What follows belongs to an exercise in optimizing a design on an open flow for small area, a short achievable clock period and few clock cycles per item; a production flow would make more cautious choices. For this run, only the layout was checked, not whether the RTL still works. No activity file was given, so power comes from the tool's default toggle rates.

**flow/config.mk**
```make
export PLATFORM = sky130hd
export DESIGN_NAME = pow_5_seq
export DESIGN_NICKNAME = pow_5_seq
export VERILOG_FILES = /design/flow/design.v
export SDC_FILE = /design/flow/constraint.sdc
export NUM_CORES = 4
export LEC_CHECK = 0
export CAP_MARGIN = 20
export CORE_MARGIN = 2
export CORE_UTILIZATION = 40
export SETUP_SLACK_MARGIN = 1.5
export SLEW_MARGIN = 20
```
**flow/constraint.sdc**
```tcl
create_clock -name core_clock -period 5.8 [get_ports {clock}]
set_input_delay 1.1600 -clock core_clock [delete_from_list [all_inputs] [get_ports {clock}]]
set_output_delay 1.1600 -clock core_clock [all_outputs]
set_load 0.01 [all_outputs]
```
**flow/run.sh**
```bash
#!/bin/bash
# synth_recipe.tcl (not shown) runs the flow's synth.tcl, then flattens the netlist and writes it again
# the make line also repeats each setting of config.mk as NAME=value (left out here)
make -C /OpenROAD-flow-scripts/flow DESIGN_CONFIG=/design/flow/config.mk WORK_HOME=/design/flow/orfs CLKGATE_MAP_FILE= SYNTH_SCRIPT=/design/flow/synth_recipe.tcl finish
```
**flow/design.v**
```verilog
module pow_5_seq
(
    input         clock,
    input         reset_n,
    input         run,
    input  [17:0] n,
    output        ready,
    output [17:0] n_pow_5
);
    reg rdy;
    always @(posedge clock or negedge reset_n)
        if (!reset_n) rdy <= 1'b0;
        else          rdy <= run;
    assign ready = rdy;
    wire w1;
    wire w2;
    wire w3;
    wire w4;
    wire w5;
    wire w6;
    wire w7;
    wire w8;
    wire w9;
    wire w10;
    wire w11;
    wire w12;
    wire w13;
    wire w14;
    wire w15;
    wire w16;
    wire w17;
    wire w18;
    wire w19;
    wire w20;
    wire w21;
    wire w22;
    wire w23;
    wire w24;
    wire w25;
    wire w26;
    wire w27;
    wire w28;
    wire w29;
    wire w30;
    wire w31;
    wire w32;
    wire w33;
    wire w34;
    wire w35;
    wire w36;
    wire w37;
    wire w38;
    wire w39;
    wire w40;
    wire w41;
    wire w42;
    wire w43;
    wire w44;
    wire w45;
    wire w46;
    wire w47;
    wire w48;
    wire w49;
    wire w50;
    wire w51;
    wire w52;
    wire w53;
    wire w54;
    wire w55;
    wire w56;
    wire w57;
    wire w58;
    wire w59;
    wire w60;
    wire w61;
    wire w62;
    wire w63;
    wire w64;
    wire w65;
    wire w66;
    wire w67;
    wire w68;
    wire w69;
    wire w70;
    wire w71;
    wire w72;
    wire w73;
    wire w74;
    wire w75;
    wire w76;
    wire w77;
    wire w78;
    wire w79;
    wire w80;
    wire w81;
    wire w82;
    wire w83;
    wire w84;
    wire w85;
    wire w86;
    wire w87;
    wire w88;
    wire w89;
    wire w90;
    wire w91;
    wire w92;
    wire w93;
    wire w94;
    wire w95;
    wire w96;
    wire w97;
    wire w98;
    wire w99;
    wire w100;
    wire w101;
    wire w102;
    wire w103;
    wire w104;
    wire w105;
    wire w106;
    wire w107;
    wire w108;
    wire w109;
    wire w110;
    wire w111;
    wire w112;
    wire w113;
    wire w114;
    wire w115;
    wire w116;
    wire w117;
    wire w118;
    wire w119;
    wire w120;
    wire w121;
    wire w122;
    wire w123;
    wire w124;
    wire w125;
    wire w126;
    wire w127;
    wire w128;
    wire w129;
    wire w130;
    wire w131;
    wire w132;
    wire w133;
    wire w134;
    wire w135;
    wire w136;
    wire w137;
    wire w138;
    wire w139;
    wire w140;
    wire w141;
    wire w142;
    wire w143;
    wire w144;
    wire w145;
    wire w146;
    wire w147;
    wire w148;
    wire w149;
    wire w150;
    wire w151;
    wire w152;
    wire w153;
    wire w154;
    wire w155;
    wire w156;
    wire w157;
    wire w158;
    wire w159;
    wire w160;
    wire w161;
    wire w162;
    wire w163;
    wire w164;
    wire w165;
    wire w166;
    wire w167;
    wire w168;
    wire w169;
    wire w170;
    wire w171;
    wire w172;
    wire w173;
    wire w174;
    wire w175;
    wire w176;
    wire w177;
    wire w178;
    wire w179;
    wire w180;
    wire w181;
    wire w182;
    wire w183;
    wire w184;
    wire w185;
    wire w186;
    wire w187;
    wire w188;
    wire w189;
    wire w190;
    wire w191;
    wire w192;
    wire w193;
    wire w194;
    wire w195;
    wire w196;
    wire w197;
    wire w198;
    wire w199;
    wire w200;
    wire w201;
    wire w202;
    wire w203;
    wire w204;
    wire w205;
    wire w206;
    wire w207;
    wire w208;
    wire w209;
    wire w210;
    wire w211;
    wire w212;
    wire w213;
    wire w214;
    wire w215;
    wire w216;
    wire w217;
    wire w218;
    wire w219;
    wire w220;
    wire w221;
    wire w222;
    wire w223;
    wire w224;
    wire w225;
    wire w226;
    wire w227;
    wire w228;
    wire w229;
    wire w230;
    wire w231;
    wire w232;
    wire w233;
    wire w234;
    wire w235;
    wire w236;
    wire w237;
    wire w238;
    wire w239;
    wire w240;
    wire w241;
    wire w242;
    wire w243;
    wire w244;
    wire w245;
    wire w246;
    wire w247;
    wire w248;
    wire w249;
    wire w250;
    wire w251;
    wire w252;
    wire w253;
    wire w254;
    wire w255;
    wire w256;
    wire w257;
    wire w258;
    wire w259;
    wire w260;
    wire w261;
    wire w262;
    wire w263;
    wire w264;
    wire w265;
    wire w266;
    wire w267;
    wire w268;
    wire w269;
    wire w270;
    wire w271;
    wire w272;
    wire w273;
    wire w274;
    wire w275;
    wire w276;
    wire w277;
    wire w278;
    wire w279;
    wire w280;
    wire w281;
    wire w282;
    wire w283;
    wire w284;
    wire w285;
    reg r_w34;
    reg r_w32;
    reg r_w10;
    reg r_w38;
    reg r_w98;
    reg r_w106;
    reg r_w116;
    reg r_w109;
    reg r_w119;
    reg r_w128;
    reg r_w130;
    reg r_w129;
    reg r_w131;
    reg r_w142;
    reg r_w144;
    reg r_w143;
    reg r_w158;
    reg r_w145;
    reg r_w160;
    reg r_w162;
    reg r_w185;
    reg r_w163;
    reg r_w186;
    reg r_w187;
    reg r_w33;
    reg r_w92;
    reg r_w94;
    reg r_w100;
    reg r_w108;
    reg r_w118;
    reg r_w1;
    reg r_n_0;
    reg r_n_1;
    reg r_n_2;
    reg r_n_3;
    reg r_n_4;
    reg r_n_5;
    reg [8:0] lut_a5;
    always @(*)
        case ({n[5], n[4], n[3], n[2], n[1], n[0]})
            6'd0: lut_a5 = 9'b000000000;
            6'd1: lut_a5 = 9'b000000000;
            6'd2: lut_a5 = 9'b000000000;
            6'd3: lut_a5 = 9'b000000001;
            6'd4: lut_a5 = 9'b000000010;
            6'd5: lut_a5 = 9'b000000110;
            6'd6: lut_a5 = 9'b000001110;
            6'd7: lut_a5 = 9'b000100001;
            6'd8: lut_a5 = 9'b001000000;
            6'd9: lut_a5 = 9'b001110010;
            6'd10: lut_a5 = 9'b011000010;
            6'd11: lut_a5 = 9'b100111011;
            6'd12: lut_a5 = 9'b111100110;
            6'd13: lut_a5 = 9'b011010100;
            6'd14: lut_a5 = 9'b000011010;
            6'd15: lut_a5 = 9'b111001011;
            6'd16: lut_a5 = 9'b000000000;
            6'd17: lut_a5 = 9'b011010100;
            6'd18: lut_a5 = 9'b001101010;
            6'd19: lut_a5 = 9'b011100101;
            6'd20: lut_a5 = 9'b001101010;
            6'd21: lut_a5 = 9'b100101000;
            6'd22: lut_a5 = 9'b101010000;
            6'd23: lut_a5 = 9'b100011011;
            6'd24: lut_a5 = 9'b011000000;
            6'd25: lut_a5 = 9'b010000000;
            6'd26: lut_a5 = 9'b010100100;
            6'd27: lut_a5 = 9'b101111001;
            6'd28: lut_a5 = 9'b101001110;
            6'd29: lut_a5 = 9'b001111100;
            6'd30: lut_a5 = 9'b101100100;
            6'd31: lut_a5 = 9'b001101101;
            6'd32: lut_a5 = 9'b000000000;
            6'd33: lut_a5 = 9'b010010100;
            6'd34: lut_a5 = 9'b010100100;
            6'd35: lut_a5 = 9'b010110101;
            6'd36: lut_a5 = 9'b101010010;
            6'd37: lut_a5 = 9'b100001100;
            6'd38: lut_a5 = 9'b010000100;
            6'd39: lut_a5 = 9'b001011011;
            6'd40: lut_a5 = 9'b101000000;
            6'd41: lut_a5 = 9'b111101000;
            6'd42: lut_a5 = 9'b100011000;
            6'd43: lut_a5 = 9'b110010101;
            6'd44: lut_a5 = 9'b000110110;
            6'd45: lut_a5 = 9'b111010110;
            6'd46: lut_a5 = 9'b101011110;
            6'd47: lut_a5 = 9'b111000011;
            6'd48: lut_a5 = 9'b000000000;
            6'd49: lut_a5 = 9'b100011100;
            6'd50: lut_a5 = 9'b000101110;
            6'd51: lut_a5 = 9'b001010101;
            6'd52: lut_a5 = 9'b010111010;
            6'd53: lut_a5 = 9'b010010100;
            6'd54: lut_a5 = 9'b100100110;
            6'd55: lut_a5 = 9'b111000001;
            6'd56: lut_a5 = 9'b111000000;
            6'd57: lut_a5 = 9'b010001010;
            6'd58: lut_a5 = 9'b110011010;
            6'd59: lut_a5 = 9'b001110001;
            6'd60: lut_a5 = 9'b010011110;
            6'd61: lut_a5 = 9'b111000010;
            6'd62: lut_a5 = 9'b110001000;
            6'd63: lut_a5 = 9'b110110001;
        endcase
    assign w1 = lut_a5[0];
    assign w10 = lut_a5[1];
    assign w11 = lut_a5[2];
    assign w12 = lut_a5[3];
    assign w13 = lut_a5[4];
    assign w14 = lut_a5[5];
    assign w15 = lut_a5[6];
    assign w16 = lut_a5[7];
    assign w17 = lut_a5[8];
    reg [7:0] lut_a5_2;
    always @(*)
        case ({r_n_5, r_n_4, r_n_3, r_n_2, r_n_1, r_n_0})
            6'd0: lut_a5_2 = 8'b00000000;
            6'd1: lut_a5_2 = 8'b00000000;
            6'd2: lut_a5_2 = 8'b00001000;
            6'd3: lut_a5_2 = 8'b00111100;
            6'd4: lut_a5_2 = 8'b00000000;
            6'd5: lut_a5_2 = 8'b00001101;
            6'd6: lut_a5_2 = 8'b10011000;
            6'd7: lut_a5_2 = 8'b01101001;
            6'd8: lut_a5_2 = 8'b00000000;
            6'd9: lut_a5_2 = 8'b10101010;
            6'd10: lut_a5_2 = 8'b10101000;
            6'd11: lut_a5_2 = 8'b01000110;
            6'd12: lut_a5_2 = 8'b00000000;
            6'd13: lut_a5_2 = 8'b10010111;
            6'd14: lut_a5_2 = 8'b00111000;
            6'd15: lut_a5_2 = 8'b10010011;
            6'd16: lut_a5_2 = 8'b00000000;
            6'd17: lut_a5_2 = 8'b10010100;
            6'd18: lut_a5_2 = 8'b01001000;
            6'd19: lut_a5_2 = 8'b00010000;
            6'd20: lut_a5_2 = 8'b00000000;
            6'd21: lut_a5_2 = 8'b01100001;
            6'd22: lut_a5_2 = 8'b11011000;
            6'd23: lut_a5_2 = 8'b01111101;
            6'd24: lut_a5_2 = 8'b00000000;
            6'd25: lut_a5_2 = 8'b10111110;
            6'd26: lut_a5_2 = 8'b11101000;
            6'd27: lut_a5_2 = 8'b10011010;
            6'd28: lut_a5_2 = 8'b00000000;
            6'd29: lut_a5_2 = 8'b01101011;
            6'd30: lut_a5_2 = 8'b01111000;
            6'd31: lut_a5_2 = 8'b00100111;
            6'd32: lut_a5_2 = 8'b00000000;
            6'd33: lut_a5_2 = 8'b00101000;
            6'd34: lut_a5_2 = 8'b10001000;
            6'd35: lut_a5_2 = 8'b11100100;
            6'd36: lut_a5_2 = 8'b00000000;
            6'd37: lut_a5_2 = 8'b10110101;
            6'd38: lut_a5_2 = 8'b00011000;
            6'd39: lut_a5_2 = 8'b10010001;
            6'd40: lut_a5_2 = 8'b00000000;
            6'd41: lut_a5_2 = 8'b11010010;
            6'd42: lut_a5_2 = 8'b00101000;
            6'd43: lut_a5_2 = 8'b11101110;
            6'd44: lut_a5_2 = 8'b00000000;
            6'd45: lut_a5_2 = 8'b00111111;
            6'd46: lut_a5_2 = 8'b10111000;
            6'd47: lut_a5_2 = 8'b10111011;
            6'd48: lut_a5_2 = 8'b00000000;
            6'd49: lut_a5_2 = 8'b10111100;
            6'd50: lut_a5_2 = 8'b11001000;
            6'd51: lut_a5_2 = 8'b10111000;
            6'd52: lut_a5_2 = 8'b00000000;
            6'd53: lut_a5_2 = 8'b00001001;
            6'd54: lut_a5_2 = 8'b01011000;
            6'd55: lut_a5_2 = 8'b10100101;
            6'd56: lut_a5_2 = 8'b00000000;
            6'd57: lut_a5_2 = 8'b11100110;
            6'd58: lut_a5_2 = 8'b01101000;
            6'd59: lut_a5_2 = 8'b01000010;
            6'd60: lut_a5_2 = 8'b00000000;
            6'd61: lut_a5_2 = 8'b00010011;
            6'd62: lut_a5_2 = 8'b11111000;
            6'd63: lut_a5_2 = 8'b01001111;
        endcase
    assign w2 = lut_a5_2[0];
    assign w3 = lut_a5_2[1];
    assign w4 = lut_a5_2[2];
    assign w5 = lut_a5_2[3];
    assign w6 = lut_a5_2[4];
    assign w7 = lut_a5_2[5];
    assign w8 = lut_a5_2[6];
    assign w9 = lut_a5_2[7];
    reg [7:0] lut_p;
    always @(*)
        case ({n[5], n[4], n[3], n[2], n[1], n[0]})
            6'd0: lut_p = 8'b00000000;
            6'd1: lut_p = 8'b00000000;
            6'd2: lut_p = 8'b00000101;
            6'd3: lut_p = 8'b00011001;
            6'd4: lut_p = 8'b01010000;
            6'd5: lut_p = 8'b11000011;
            6'd6: lut_p = 8'b10010101;
            6'd7: lut_p = 8'b11101110;
            6'd8: lut_p = 8'b00000000;
            6'd9: lut_p = 8'b00000010;
            6'd10: lut_p = 8'b00110101;
            6'd11: lut_p = 8'b11011111;
            6'd12: lut_p = 8'b01010000;
            6'd13: lut_p = 8'b11011101;
            6'd14: lut_p = 8'b11100101;
            6'd15: lut_p = 8'b11001100;
            6'd16: lut_p = 8'b00000000;
            6'd17: lut_p = 8'b11110100;
            6'd18: lut_p = 8'b00100101;
            6'd19: lut_p = 8'b00010101;
            6'd20: lut_p = 8'b01010000;
            6'd21: lut_p = 8'b01100111;
            6'd22: lut_p = 8'b11110101;
            6'd23: lut_p = 8'b10011010;
            6'd24: lut_p = 8'b00000000;
            6'd25: lut_p = 8'b11010110;
            6'd26: lut_p = 8'b11010101;
            6'd27: lut_p = 8'b10111011;
            6'd28: lut_p = 8'b01010000;
            6'd29: lut_p = 8'b01100001;
            6'd30: lut_p = 8'b11000101;
            6'd31: lut_p = 8'b01011000;
            6'd32: lut_p = 8'b00000000;
            6'd33: lut_p = 8'b10101000;
            6'd34: lut_p = 8'b01000101;
            6'd35: lut_p = 8'b11010001;
            6'd36: lut_p = 8'b01010000;
            6'd37: lut_p = 8'b11001011;
            6'd38: lut_p = 8'b01010101;
            6'd39: lut_p = 8'b00000110;
            6'd40: lut_p = 8'b00000000;
            6'd41: lut_p = 8'b01101010;
            6'd42: lut_p = 8'b01110101;
            6'd43: lut_p = 8'b01010111;
            6'd44: lut_p = 8'b01010000;
            6'd45: lut_p = 8'b10100101;
            6'd46: lut_p = 8'b10100101;
            6'd47: lut_p = 8'b10100100;
            6'd48: lut_p = 8'b00000000;
            6'd49: lut_p = 8'b00011100;
            6'd50: lut_p = 8'b01100101;
            6'd51: lut_p = 8'b01001101;
            6'd52: lut_p = 8'b01010000;
            6'd53: lut_p = 8'b11101111;
            6'd54: lut_p = 8'b10110101;
            6'd55: lut_p = 8'b00110010;
            6'd56: lut_p = 8'b00000000;
            6'd57: lut_p = 8'b10111110;
            6'd58: lut_p = 8'b00010101;
            6'd59: lut_p = 8'b10110011;
            6'd60: lut_p = 8'b01010000;
            6'd61: lut_p = 8'b10101001;
            6'd62: lut_p = 8'b10000101;
            6'd63: lut_p = 8'b10110000;
        endcase
    assign w18 = lut_p[0];
    assign w19 = lut_p[1];
    assign w20 = lut_p[2];
    assign w21 = lut_p[3];
    assign w22 = lut_p[4];
    assign w23 = lut_p[5];
    assign w24 = lut_p[6];
    assign w25 = lut_p[7];
    reg [2:0] lut_q;
    always @(*)
        case ({n[5], n[4], n[3], n[2], n[1], n[0]})
            6'd0: lut_q = 3'b000;
            6'd1: lut_q = 3'b001;
            6'd2: lut_q = 3'b010;
            6'd3: lut_q = 3'b001;
            6'd4: lut_q = 3'b000;
            6'd5: lut_q = 3'b100;
            6'd6: lut_q = 3'b110;
            6'd7: lut_q = 3'b100;
            6'd8: lut_q = 3'b000;
            6'd9: lut_q = 3'b111;
            6'd10: lut_q = 3'b010;
            6'd11: lut_q = 3'b111;
            6'd12: lut_q = 3'b000;
            6'd13: lut_q = 3'b010;
            6'd14: lut_q = 3'b110;
            6'd15: lut_q = 3'b010;
            6'd16: lut_q = 3'b000;
            6'd17: lut_q = 3'b101;
            6'd18: lut_q = 3'b010;
            6'd19: lut_q = 3'b101;
            6'd20: lut_q = 3'b000;
            6'd21: lut_q = 3'b000;
            6'd22: lut_q = 3'b110;
            6'd23: lut_q = 3'b000;
            6'd24: lut_q = 3'b000;
            6'd25: lut_q = 3'b011;
            6'd26: lut_q = 3'b010;
            6'd27: lut_q = 3'b011;
            6'd28: lut_q = 3'b000;
            6'd29: lut_q = 3'b110;
            6'd30: lut_q = 3'b110;
            6'd31: lut_q = 3'b110;
            6'd32: lut_q = 3'b000;
            6'd33: lut_q = 3'b001;
            6'd34: lut_q = 3'b010;
            6'd35: lut_q = 3'b001;
            6'd36: lut_q = 3'b000;
            6'd37: lut_q = 3'b100;
            6'd38: lut_q = 3'b110;
            6'd39: lut_q = 3'b100;
            6'd40: lut_q = 3'b000;
            6'd41: lut_q = 3'b111;
            6'd42: lut_q = 3'b010;
            6'd43: lut_q = 3'b111;
            6'd44: lut_q = 3'b000;
            6'd45: lut_q = 3'b010;
            6'd46: lut_q = 3'b110;
            6'd47: lut_q = 3'b010;
            6'd48: lut_q = 3'b000;
            6'd49: lut_q = 3'b101;
            6'd50: lut_q = 3'b010;
            6'd51: lut_q = 3'b101;
            6'd52: lut_q = 3'b000;
            6'd53: lut_q = 3'b000;
            6'd54: lut_q = 3'b110;
            6'd55: lut_q = 3'b000;
            6'd56: lut_q = 3'b000;
            6'd57: lut_q = 3'b011;
            6'd58: lut_q = 3'b010;
            6'd59: lut_q = 3'b011;
            6'd60: lut_q = 3'b000;
            6'd61: lut_q = 3'b110;
            6'd62: lut_q = 3'b110;
            6'd63: lut_q = 3'b110;
        endcase
    assign w26 = lut_q[0];
    assign w27 = lut_q[1];
    assign w28 = lut_q[2];
    reg [2:0] lut_r;
    always @(*)
        case ({n[10], n[9], n[8], n[7], n[6]})
            5'd0: lut_r = 3'b000;
            5'd1: lut_r = 3'b000;
            5'd2: lut_r = 3'b001;
            5'd3: lut_r = 3'b010;
            5'd4: lut_r = 3'b100;
            5'd5: lut_r = 3'b110;
            5'd6: lut_r = 3'b001;
            5'd7: lut_r = 3'b100;
            5'd8: lut_r = 3'b000;
            5'd9: lut_r = 3'b100;
            5'd10: lut_r = 3'b001;
            5'd11: lut_r = 3'b110;
            5'd12: lut_r = 3'b100;
            5'd13: lut_r = 3'b010;
            5'd14: lut_r = 3'b001;
            5'd15: lut_r = 3'b000;
            5'd16: lut_r = 3'b000;
            5'd17: lut_r = 3'b000;
            5'd18: lut_r = 3'b001;
            5'd19: lut_r = 3'b010;
            5'd20: lut_r = 3'b100;
            5'd21: lut_r = 3'b110;
            5'd22: lut_r = 3'b001;
            5'd23: lut_r = 3'b100;
            5'd24: lut_r = 3'b000;
            5'd25: lut_r = 3'b100;
            5'd26: lut_r = 3'b001;
            5'd27: lut_r = 3'b110;
            5'd28: lut_r = 3'b100;
            5'd29: lut_r = 3'b010;
            5'd30: lut_r = 3'b001;
            5'd31: lut_r = 3'b000;
        endcase
    assign w29 = lut_r[0];
    assign w30 = lut_r[1];
    assign w31 = lut_r[2];
    assign w32 = n[0] & n[6];
    assign w33 = n[0] & n[7];
    assign w34 = n[0] & n[8];
    assign w35 = n[0] & n[9];
    assign w36 = n[0] & n[10];
    assign w37 = n[0] & n[11];
    assign w38 = w18 & n[6];
    assign w39 = w18 & n[7];
    assign w40 = w18 & n[8];
    assign w41 = w18 & n[9];
    assign w42 = w18 & n[10];
    assign w43 = w18 & n[11];
    assign w44 = w19 & n[6];
    assign w45 = w19 & n[7];
    assign w46 = w19 & n[8];
    assign w47 = w19 & n[9];
    assign w48 = w19 & n[10];
    assign w49 = w19 & n[11];
    assign w50 = w20 & n[6];
    assign w51 = w20 & n[7];
    assign w52 = w20 & n[8];
    assign w53 = w20 & n[9];
    assign w54 = w20 & n[10];
    assign w55 = w20 & n[11];
    assign w56 = w21 & n[6];
    assign w57 = w21 & n[7];
    assign w58 = w21 & n[8];
    assign w59 = w21 & n[9];
    assign w60 = w21 & n[10];
    assign w61 = w22 & n[6];
    assign w62 = w22 & n[7];
    assign w63 = w22 & n[8];
    assign w64 = w22 & n[9];
    assign w65 = w23 & n[6];
    assign w66 = w23 & n[7];
    assign w67 = w23 & n[8];
    assign w68 = w24 & n[6];
    assign w69 = w24 & n[7];
    assign w70 = w25 & n[6];
    assign w71 = n[0] & n[12];
    assign w72 = n[0] & n[13];
    assign w73 = n[0] & n[14];
    assign w74 = n[0] & n[15];
    assign w75 = n[0] & n[16];
    assign w76 = n[0] & n[17];
    assign w77 = w18 & n[12];
    assign w78 = w18 & n[13];
    assign w79 = w19 & n[12];
    assign w80 = n[0] & w29;
    assign w81 = n[0] & w30;
    assign w82 = n[0] & w31;
    assign w83 = w1 & n[6];
    assign w84 = w1 & w29;
    assign w85 = w1 & w30;
    assign w86 = w26 & n[6];
    assign w87 = w26 & w29;
    assign w88 = w27 & n[6];
    assign w89 = w28 & n[6];
    assign w90 = r_w34 ^ r_w32;
    assign w91 = w34 & w32;
    assign w92 = w35 ^ w33 ^ w91;
    assign w93 = (w35 & w33) | (w35 & w91) | (w33 & w91);
    assign w94 = w36 ^ w34 ^ w93;
    assign w95 = (w36 & w34) | (w36 & w93) | (w34 & w93);
    assign w96 = r_w10 ^ r_w38;
    assign w97 = r_w10 & r_w38;
    assign w98 = w37 ^ w35 ^ w11;
    assign w99 = (w37 & w35) | (w37 & w11) | (w35 & w11);
    assign w100 = w95 ^ w39 ^ w44;
    assign w101 = (w95 & w39) | (w95 & w44) | (w39 & w44);
    assign w102 = w97 ^ r_w98;
    assign w103 = w97 & r_w98;
    assign w104 = w36 ^ w71 ^ w12;
    assign w105 = (w36 & w71) | (w36 & w12) | (w71 & w12);
    assign w106 = w40 ^ w45 ^ w50;
    assign w107 = (w40 & w45) | (w40 & w50) | (w45 & w50);
    assign w108 = w99 ^ w104 ^ w101;
    assign w109 = (w99 & w104) | (w99 & w101) | (w104 & w101);
    assign w110 = r_w106 ^ w103;
    assign w111 = r_w106 & w103;
    assign w112 = w37 ^ w72 ^ w32;
    assign w113 = (w37 & w72) | (w37 & w32) | (w72 & w32);
    assign w114 = w112 ^ w13 ^ w41;
    assign w115 = (w112 & w13) | (w112 & w41) | (w13 & w41);
    assign w116 = w46 ^ w51 ^ w56;
    assign w117 = (w46 & w51) | (w46 & w56) | (w51 & w56);
    assign w118 = w105 ^ w107 ^ w114;
    assign w119 = (w105 & w107) | (w105 & w114) | (w107 & w114);
    assign w120 = r_w116 ^ w111 ^ r_w109;
    assign w121 = (r_w116 & w111) | (r_w116 & r_w109) | (w111 & r_w109);
    assign w122 = w73 ^ w71 ^ w113;
    assign w123 = (w73 & w71) | (w73 & w113) | (w71 & w113);
    assign w124 = w14 ^ w122 ^ w42;
    assign w125 = (w14 & w122) | (w14 & w42) | (w122 & w42);
    assign w126 = w47 ^ w52 ^ w57;
    assign w127 = (w47 & w52) | (w47 & w57) | (w52 & w57);
    assign w128 = w61 ^ w83 ^ w115;
    assign w129 = (w61 & w83) | (w61 & w115) | (w83 & w115);
    assign w130 = w117 ^ w124 ^ w126;
    assign w131 = (w117 & w124) | (w117 & w126) | (w124 & w126);
    assign w132 = r_w119 ^ r_w128 ^ r_w130;
    assign w133 = (r_w119 & r_w128) | (r_w119 & r_w130) | (r_w128 & r_w130);
    assign w134 = w74 ^ w72 ^ w123;
    assign w135 = (w74 & w72) | (w74 & w123) | (w72 & w123);
    assign w136 = w15 ^ w43 ^ w48;
    assign w137 = (w15 & w43) | (w15 & w48) | (w43 & w48);
    assign w138 = w53 ^ w58 ^ w62;
    assign w139 = (w53 & w58) | (w53 & w62) | (w58 & w62);
    assign w140 = w65 ^ w80 ^ w86;
    assign w141 = (w65 & w80) | (w65 & w86) | (w80 & w86);
    assign w142 = w134 ^ w125 ^ w127;
    assign w143 = (w134 & w125) | (w134 & w127) | (w125 & w127);
    assign w144 = w136 ^ w138 ^ w140;
    assign w145 = (w136 & w138) | (w136 & w140) | (w138 & w140);
    assign w146 = r_w129 ^ r_w131 ^ r_w142;
    assign w147 = (r_w129 & r_w131) | (r_w129 & r_w142) | (r_w131 & r_w142);
    assign w148 = r_w144 ^ w133;
    assign w149 = r_w144 & w133;
    assign w150 = w75 ^ w73 ^ w16;
    assign w151 = (w75 & w73) | (w75 & w16) | (w73 & w16);
    assign w152 = w49 ^ w54 ^ w59;
    assign w153 = (w49 & w54) | (w49 & w59) | (w54 & w59);
    assign w154 = w63 ^ w66 ^ w68;
    assign w155 = (w63 & w66) | (w63 & w68) | (w66 & w68);
    assign w156 = w77 ^ w81 ^ w84;
    assign w157 = (w77 & w81) | (w77 & w84) | (w81 & w84);
    assign w158 = w88 ^ w135 ^ w150;
    assign w159 = (w88 & w135) | (w88 & w150) | (w135 & w150);
    assign w160 = w137 ^ w139 ^ w141;
    assign w161 = (w137 & w139) | (w137 & w141) | (w139 & w141);
    assign w162 = w152 ^ w154 ^ w156;
    assign w163 = (w152 & w154) | (w152 & w156) | (w154 & w156);
    assign w164 = r_w143 ^ r_w158 ^ r_w145;
    assign w165 = (r_w143 & r_w158) | (r_w143 & r_w145) | (r_w158 & r_w145);
    assign w166 = r_w160 ^ r_w162 ^ w147;
    assign w167 = (r_w160 & r_w162) | (r_w160 & w147) | (r_w162 & w147);
    assign w168 = w164 ^ w149;
    assign w169 = w164 & w149;
    assign w170 = w76 ^ w74;
    assign w171 = w170 ^ w17;
    assign w172 = w55 ^ w60;
    assign w173 = w64 ^ w67;
    assign w174 = w69 ^ w70;
    assign w175 = w78 ^ w79;
    assign w176 = w82 ^ w85;
    assign w177 = w87 ^ w89;
    assign w178 = w171 ^ w172;
    assign w179 = w173 ^ w174;
    assign w180 = w175 ^ w176;
    assign w181 = w177 ^ w151;
    assign w182 = w153 ^ w155;
    assign w183 = w157 ^ w178;
    assign w184 = w179 ^ w180;
    assign w185 = w181 ^ w182;
    assign w186 = w183 ^ w184;
    assign w187 = w159 ^ w161;
    assign w188 = r_w185 ^ r_w163;
    assign w189 = r_w186 ^ r_w187;
    assign w190 = w188 ^ w189;
    assign w191 = w165 ^ w190;
    assign w192 = w167 ^ w191;
    assign w193 = w6 & r_w32;
    assign w194 = w7 & r_w33;
    assign w195 = w8 & w90;
    assign w196 = w9 & r_w92;
    assign w197 = r_w94 & w96;
    assign w198 = r_w100 & w102;
    assign w199 = r_w108 & w110;
    assign w200 = r_w118 & w120;
    assign w201 = w121 & w132;
    assign w202 = w146 & w148;
    assign w203 = w166 & w168;
    assign w204 = w169 & w192;
    assign w205 = w6 ^ r_w32;
    assign w206 = w7 ^ r_w33;
    assign w207 = w8 ^ w90;
    assign w208 = w9 ^ r_w92;
    assign w209 = r_w94 ^ w96;
    assign w210 = r_w100 ^ w102;
    assign w211 = r_w108 ^ w110;
    assign w212 = r_w118 ^ w120;
    assign w213 = w121 ^ w132;
    assign w214 = w146 ^ w148;
    assign w215 = w166 ^ w168;
    assign w216 = w169 ^ w192;
    assign w217 = w3 & w2;
    assign w218 = w5 & w4;
    assign w219 = w194 | (w206 & w193);
    assign w220 = w206 & w205;
    assign w221 = w196 | (w208 & w195);
    assign w222 = w208 & w207;
    assign w223 = w198 | (w210 & w197);
    assign w224 = w210 & w209;
    assign w225 = w200 | (w212 & w199);
    assign w226 = w212 & w211;
    assign w227 = w202 | (w214 & w201);
    assign w228 = w214 & w213;
    assign w229 = w204 | (w216 & w203);
    assign w230 = w216 & w215;
    assign w231 = w2 & r_w1;
    assign w232 = w217 & r_w1;
    assign w233 = w205 & w218;
    assign w234 = w220 & w218;
    assign w235 = w197 | (w209 & w221);
    assign w236 = w209 & w222;
    assign w237 = w223 | (w224 & w221);
    assign w238 = w224 & w222;
    assign w239 = w201 | (w213 & w225);
    assign w240 = w213 & w226;
    assign w241 = w227 | (w228 & w225);
    assign w242 = w228 & w226;
    assign w243 = w4 & w232;
    assign w244 = w218 & w232;
    assign w245 = w233 & w232;
    assign w246 = w234 & w232;
    assign w247 = w199 | (w211 & w237);
    assign w248 = w211 & w238;
    assign w249 = w225 | (w226 & w237);
    assign w250 = w226 & w238;
    assign w251 = w239 | (w240 & w237);
    assign w252 = w240 & w238;
    assign w253 = w241 | (w242 & w237);
    assign w254 = w242 & w238;
    assign w255 = w195 | (w207 & w219);
    assign w256 = w207 & w246;
    assign w257 = w221 | (w222 & w219);
    assign w258 = w222 & w246;
    assign w259 = w235 | (w236 & w219);
    assign w260 = w236 & w246;
    assign w261 = w237 | (w238 & w219);
    assign w262 = w238 & w246;
    assign w263 = w247 | (w248 & w219);
    assign w264 = w248 & w246;
    assign w265 = w249 | (w250 & w219);
    assign w266 = w250 & w246;
    assign w267 = w251 | (w252 & w219);
    assign w268 = w252 & w246;
    assign w269 = w253 | (w254 & w219);
    assign w270 = w254 & w246;
    assign w271 = w203 | (w215 & w269);
    assign w272 = w215 & w270;
    assign w273 = w229 | (w230 & w269);
    assign w274 = w230 & w270;
    assign w275 = w206 ^ w193;
    assign w276 = w207 ^ w219;
    assign w277 = w208 ^ w255;
    assign w278 = w209 ^ w257;
    assign w279 = w210 ^ w259;
    assign w280 = w211 ^ w261;
    assign w281 = w212 ^ w263;
    assign w282 = w213 ^ w265;
    assign w283 = w214 ^ w267;
    assign w284 = w215 ^ w269;
    assign w285 = w216 ^ w271;
    always @(posedge clock) begin
        r_w34 <= w34;
        r_w32 <= w32;
        r_w10 <= w10;
        r_w38 <= w38;
        r_w98 <= w98;
        r_w106 <= w106;
        r_w116 <= w116;
        r_w109 <= w109;
        r_w119 <= w119;
        r_w128 <= w128;
        r_w130 <= w130;
        r_w129 <= w129;
        r_w131 <= w131;
        r_w142 <= w142;
        r_w144 <= w144;
        r_w143 <= w143;
        r_w158 <= w158;
        r_w145 <= w145;
        r_w160 <= w160;
        r_w162 <= w162;
        r_w185 <= w185;
        r_w163 <= w163;
        r_w186 <= w186;
        r_w187 <= w187;
        r_w33 <= w33;
        r_w92 <= w92;
        r_w94 <= w94;
        r_w100 <= w100;
        r_w108 <= w108;
        r_w118 <= w118;
        r_w1 <= w1;
        r_n_0 <= n[0];
        r_n_1 <= n[1];
        r_n_2 <= n[2];
        r_n_3 <= n[3];
        r_n_4 <= n[4];
        r_n_5 <= n[5];
    end
    assign n_pow_5 = {w285, w284, w283, w282, w281, w280, w279, w278, w277, w276, w275, w205, w5, w4, w3, w2, r_w1, r_n_0};
endmodule
```
==> flow_summary.toml <==
[yosys]
ys_seq_area_share_pct = 18.1
syn_area_um2 = 4570
yosys.area.top_type_share_pct = 17.5
synth_cell_types = 69
async_flop_share_pct = 2.44
netlist_instances = 564
synth_top_cells_by_area = "dfxtp_1 18%, fa_1 16%, ha_1 7.1%"
yosys_warnings = 1
synth_area_per_cell_um2 = 8.11
ys_ff_latch = 41
syn-num-nets = 648
synth_edf_count = 0
synth_ff_type = "dfxtp_1"
synth_top_area_cell = "dfxtp_1"

[route]
wl_um = 13000
wl_per_cell_um = 18.2
wl_met3_um = 941
num_vias = 4084
dr_wl_met2_um = 5800
drtIter0Drc = 558
maxUsedRoutingLayer = "met4"
remaining_drc_errors = 0
vias_per_cell = 5.71
drtPass1Iterations = 6
ant_nets = 0
met1Wirelength_um = 5620

[layout]
num_antenna_cells = 0
utilization_pct = 46.8
layout_common_cells = "74 x nand2_1, 54 x inv_1, 39 x nor2_1"
final_common_cell = "nand2_1"
drive_above_1_share_pct = 14.0
nets = 655
area_growth_pct = 15.4
fin_cells = 715
largest_reg_flops = 8

[global_routing]
grt_max_degree = 58
grt_pass1_wl_um = 21200
grt_pass1_vias = 4078
antenna_found_initial = 0
grt_usage_pct = 21.6
gr-total-overflow = 0

[clock_network]
cts_tree = "yes"
holdBufCountCts = 0
cts_buffers = 5
root_buffer = "clkbuf_16"
htree_levels = 2
clock_path_buffers = 2
clk_pin_slew_ps = 70
clock-sinks = 41

[sta]
drv_slew = 0
finalHoldViolCount = 0
fin_crit_sh_pct = 78.5
finalWorstSetupSlack_ps = 1250
worstMarginPinSlew_ps = 566
min_period_ps = 4550
fmax_ghz = 0.220
setup_viol = 0
maxSlewHeadroom_pct = 62.3
tns_ps = 0
rsz0062_at_grt = "yes"

[floorplan]
fp.dieH_um = 111
io_pins = 40
rows = 39
die_area_um2 = 12300
chipWidth_um = 111
initial_core_util_pct = 40.6
coreArea_um2 = 11300

[power]
total_power_w = 0.00175
powerDensity_nw_per_um2 = 332
ir_worst_vdd_uv = 217
p_leak_nw = 2.22

[critical_path]
start_kind = "flop"
crit_type = "flop to primary output"
critPathArrivalTime_ps = 3390
crit_start = "r_w38"
cp-endpoint = "n_pow_5[17]"
crit_required_ps = 4640
cp-end-kind = "primary output"
critPathMaxFanout = 2

[placed_design]
gp_congestion = 0.974
dp_hpwl_um = 9400
numPortBuffers = 39
pre_cts_ws_ps = 848
placed_cells = 701

[status]
status = "complete, no violations"

[flow_run]
cap_viol_max_count = 0

[hold_path]
hold_path.class = "input pin to asynchronous set/reset pin"
[logic make-up (layout without fill, tap and decap cells)]
logic type      count (synthesis)  count (layout)  synth area share, %
buf+inv                       116             124                 12.3
flops                          41              41                 18.1
fa+ha+maj                      64              64                 23.6
mux                             8               8                 2.85
xor+xnor                       31              31                 6.57
compound gates                132             132                 19.2
simple gates                  172             172                 17.4
[per-layer routing]
layer	track usage [%]	up-vias
li1	-	1883
met1	29.2	1944
met2	33.6	213
met3	3.23	44
met4	10.9	0
met5	0.833	-
[per-stage QoR]
step	hold slack (ps)	area (µm²)
CTS	1000	5200
floorplan	864	4570
detailed placement	1310	4880
finish	1000	5280
global route	1000	5280
global placement	1310	4880
[final cells by class]
cell class / count / area (µm²)
tap: 143 / 179
multi-input combinational: 407 / 3320
clock inverter: 3 / 68.8
timing repair buffer: 57 / 537
inverter: 59 / 221
clock buffer: 5 / 125
fill: 1128 / 5990
sequential: 41 / 830
[critical path, stage by stage, from the launching register on]
cell,delay (ps)
dfxtp_2,330
ha_4,160
ha_4,160
ha_4,150
inv_2,50
fa_1,420
inv_2,80
ha_4,190
o21a_1,110
o31a_1,250
or2_4,240
fa_2,360
xnor2_2,150
xnor2_1,170
xnor2_1,130
buf_2,140
[worst min path at each step]
| stage | to | slack, ps | cells past startpoint |
|---|---|---|---|
| 6_report | rdy | 1000 | 1 |
| 5_1_grt | rdy | 1000 | 1 |
| 4_1_cts | rdy | 1000 | 1 |
| 3_5_place_dp | rdy | 1310 | 1 |
| 3_3_place_gp | rdy | 1310 | 1 |
| 2_1_floorplan | rdy | 860 | 0 |
[synth_stat cells, types with 3 or more instances]
cell type and number:
a211oi_1 3, a21o_1 3, a21oi_1 34, a221oi_1 3, a311oi_1 6, a31oi_1 10, and2_1 13, and3_1 3
buf_2 15, buf_4 22, clkbuf_1 15, dfxtp_1 40, fa_1 37, ha_1 26, inv_1 56, inv_2 3
mux2i_1 4, mux4_2 4, nand2_1 75, nand2_2 3, nand2b_1 7, nand3_1 5, nand3b_1 3, nor2_1 40
nor2b_1 4, nor3_1 9, o211ai_1 5, o21a_1 4, o21ai_0 29, o22ai_1 5, o311ai_0 3, xnor2_1 20
xor2_1 8
[what timing repair did]
| item | in CTS | in global routing |
|---|---|---|
| endpoints found under the setup margin | 15 | 16 |
| resized for setup | 34 | 13 |
| buffers inserted | 4 | 2 |
| gates cloned | 0 | 0 |
| pin swaps | 14 | 12 |
[report_power, final]
part	total [W]	internal, W	leakage [nW]	switching, W
logic	0.00101	0.000527	1.78	0.000487
registers	0.000374	0.000345	0.347	0.0000294
clock network	0.000364	0.000248	0.0944	0.000116

re-timing with driven ports:
No port has a modelled driver above. Below, the same layout with a new extraction and two added sets of constraints. Step 1 (the two cells are an assumption about what drives the block):
set clk [get_ports {clock}]
set_driving_cell -lib_cell sky130_fd_sc_hd__clkbuf_16 $clk
set_driving_cell -lib_cell sky130_fd_sc_hd__buf_2 [delete_from_list [all_inputs] $clk]
Step 2 times the ports against the registers' clock, not the clock port: input delays grow and output delays shrink by t, the midpoint of the rising clock arrivals with the driver on. Slacks: no drivers / after step 1 / after step 2; pairs: no drivers / after step 1.
t (ns): 0.321
setup slack, ns: 1.249 / 1.211 / 1.306
latest minus earliest clock arrival (ns): 0.014 / 0.014
cell pins on the clock port's net: 1
After both steps this run still meets setup and hold. For this run, drivers alone change the setup slack by -0.038 ns; drivers and shift together by +0.057 ns.
